From an optimization exercise on the open Yosys and OpenROAD flow, aimed at small area and a short achievable clock period; shortcuts taken in it are not production practice.
RTL that was checked went through simulation tests only; none was proved equivalent to the original.
No activity file was given, so power comes from the tool's default toggle rates.

Setup of the baseline:
Design compute_array, start of the top module:
module compute_array (
    input clk, clear,
    input [3:0] tile_opcode,
    input [63:0] value_a, value_b,
    output [63:0] wire_out
);
    parameter WORD_BITS = 16;
    parameter TILES = 4;
    reg cache_ok, mac_last, zeroed;
    always @(posedge clk) begin
        cache_ok <= ~clear & (tile_opcode != 4'd8);
        mac_last <= ~clear & (tile_opcode == 4'd15);
        zeroed <= clear;
    end
    generate
        genvar i;
        for(i = 0; i < TILES; i = i + 1) begin: ctl
            computationTile tile_i(clk, clear, tile_opcode, cache_ok, mac_last, zeroed,
                value_a[WORD_BITS*(i+1)-1:WORD_BITS*i],
                value_b[WORD_BITS*(i+1)-1:WORD_BITS*i],
                wire_out[WORD_BITS*(i+1)-1:WORD_BITS*i]
            );
        end
    endgenerate
endmodule
For scale: ~200 I/O pins.
export LEC_CHECK = 0
export CAP_MARGIN = 0
export CORE_MARGIN = 2
export CORE_UTILIZATION = 40
export CTS_BUF_LIST = sky130_fd_sc_hd__clkbuf_8
export SETUP_SLACK_MARGIN = 3.9
export SLEW_MARGIN = 0
export SYNTH_HIERARCHICAL = 1
export SYNTH_MINIMUM_KEEP_SIZE = 0
create_clock -name core_clock -period 16.0 [get_ports {clk}]
standard.sh (not shown) runs the stock make flow with config.mk's settings and CLKGATE_MAP_FILE= SYNTH_SCRIPT=/design/flow/synth_recipe.tcl, a recipe that flattens the netlist after the stock synthesis.
==> flow/flow/run.sh <==
#!/bin/bash
# The standard layout (the standard.sh: standard synthesis, then ORFS to
# finish) with two changes:
# - the port buffers are sky130_fd_sc_hd__buf_1 cells in place of the delay
#   buffers buffer_ports picks by default;
# - before floorplanning, flow/downsize.tcl sets the combinational cells that
#   synthesis sized up back to drive strength 1 (repair sizes up again).
set -euo pipefail
here=$(pwd)
bash standard.sh synth > synth_flow.log 2>&1
bash standard.sh BUFFER_PORTS_ARGS="-buffer_cell sky130_fd_sc_hd__buf_1" \
    PRE_FLOORPLAN_TCL="$here/flow/downsize.tcl" finish > layout_flow.log 2>&1
==> flow/flow/downsize.tcl <==
# Before floorplanning: put every combinational cell that synthesis sized up
# back to its drive-strength-1 variant of the same function. The resizer's
# repair steps later size up again what slew, capacitance or timing need.
set db [ord::get_db]
set block [ord::get_db_block]
set n 0
foreach inst [$block getInsts] {
  set name [[$inst getMaster] getName]
  if { [regexp {^(sky130_fd_sc_hd__[a-z0-9]+)_([0-9]+)$} $name -> base drv] && $drv > 1 } {
    if { [string match "*__df*" $base] || [string match "*__sdf*" $base] || [string match "*__edf*" $base] } {
      continue
    }
    set master [$db findMaster ${base}_1]
    if { $master != "NULL" } {
      $inst swapMaster $master
      incr n
    }
  }
}
puts "downsize.tcl: $n instances set to drive strength 1"
Input-level comparison between the candidate and the baseline:
Settings: SETUP_SLACK_MARGIN now 3.7, was 3.9.
### Flow results
The candidate | stages: all done | timing, DRC, antenna: all pass. Delta(number of setup buffers added after CTS, the candidate - the baseline) < 0. The area occupied by multi-input gates number comes out higher for the baseline vs the candidate. Setup slack of the critical path after layout sits lower in the candidate than in the baseline. The candidate vs the baseline — max-slew headroom at the worst pin rose 19 points.
No functional check of the RTL was part of any run of this note.


compute_array, a different RTL version from the one above (not shown whole).
Size: roughly 200 I/O pins.
Settings: LEC_CHECK=0, CAP_MARGIN=0, CORE_MARGIN=2, CORE_UTILIZATION=40, CTS_BUF_LIST=sky130_fd_sc_hd__clkbuf_8, SETUP_SLACK_MARGIN=4.2, SLEW_MARGIN=0, SYNTH_HIERARCHICAL=1, SYNTH_MINIMUM_KEEP_SIZE=0; clock period 16.0 ns.
Scripts as last shown in full above: flow/flow/run.sh, flow/flow/downsize.tcl
The first run finished clean.
Edit:
==> flow/flow/run.sh (replaced) <==
#!/bin/bash
# The standard layout (the standard.sh: standard synthesis, then ORFS to
# finish), with the port buffers made as sky130_fd_sc_hd__buf_1 cells in place
# of the delay buffers buffer_ports picks by default.
set -euo pipefail
bash standard.sh synth > synth_flow.log 2>&1
bash standard.sh BUFFER_PORTS_ARGS="-buffer_cell sky130_fd_sc_hd__buf_1" finish > layout_flow.log 2>&1
--- a/flow/config.mk
+++ b/flow/config.mk
@@ -11,3 +11,3 @@
 export CTS_BUF_LIST = sky130_fd_sc_hd__clkbuf_8
-export SETUP_SLACK_MARGIN = 4.2
+export SETUP_SLACK_MARGIN = 3.9
 export SLEW_MARGIN = 0
removed: flow/flow/downsize.tcl
The changed run produced a clean layout.
Final cell count went down slightly.
Combinational power is about the same.
Global-route usage went down by 0.40 points.
Cell area is about the same.

## re-timing with driven ports
The flow's constraints put no driver on any port. The routed layouts listed below were extracted and timed again, unchanged, in two steps. Step 1 sets driving cells, clkbuf_16 on the clock port and buf_2 on the other inputs (assumed; they add their load-dependent delay and slew). Step 2, shift: input delay + t, output delay - t, t = (earliest + latest rising clock arrival at the registers) / 2. This alone moves slack from input paths to output paths. Slacks: ideal ports / drivers / drivers and shift; pairs: ideal ports / drivers.
| run | t, ns | slack for setup (ns) | worst setup path after step 2 | slew at the worst register clock pin (ns) |
|---|---|---|---|---|
| the baseline | 0.498 | 4.102 / 4.080 / 4.080 | input to output | 0.12 / 0.12 |
| the candidate | 0.484 | 3.904 / 3.885 / 3.885 | input to output | 0.11 / 0.11 |
| the first run of note 2 | 0.499 | 4.443 / 4.415 / 4.415 | input to output | 0.10 / 0.10 |
| the second run of note 2 | 0.508 | 4.222 / 4.178 / 4.178 | input to output | 0.11 / 0.11 |
After both steps every run listed still meets setup and hold. The setup slack of the second run of note 2, which loses most, moves by -0.044 ns with the drivers and by -0.044 ns with both steps.
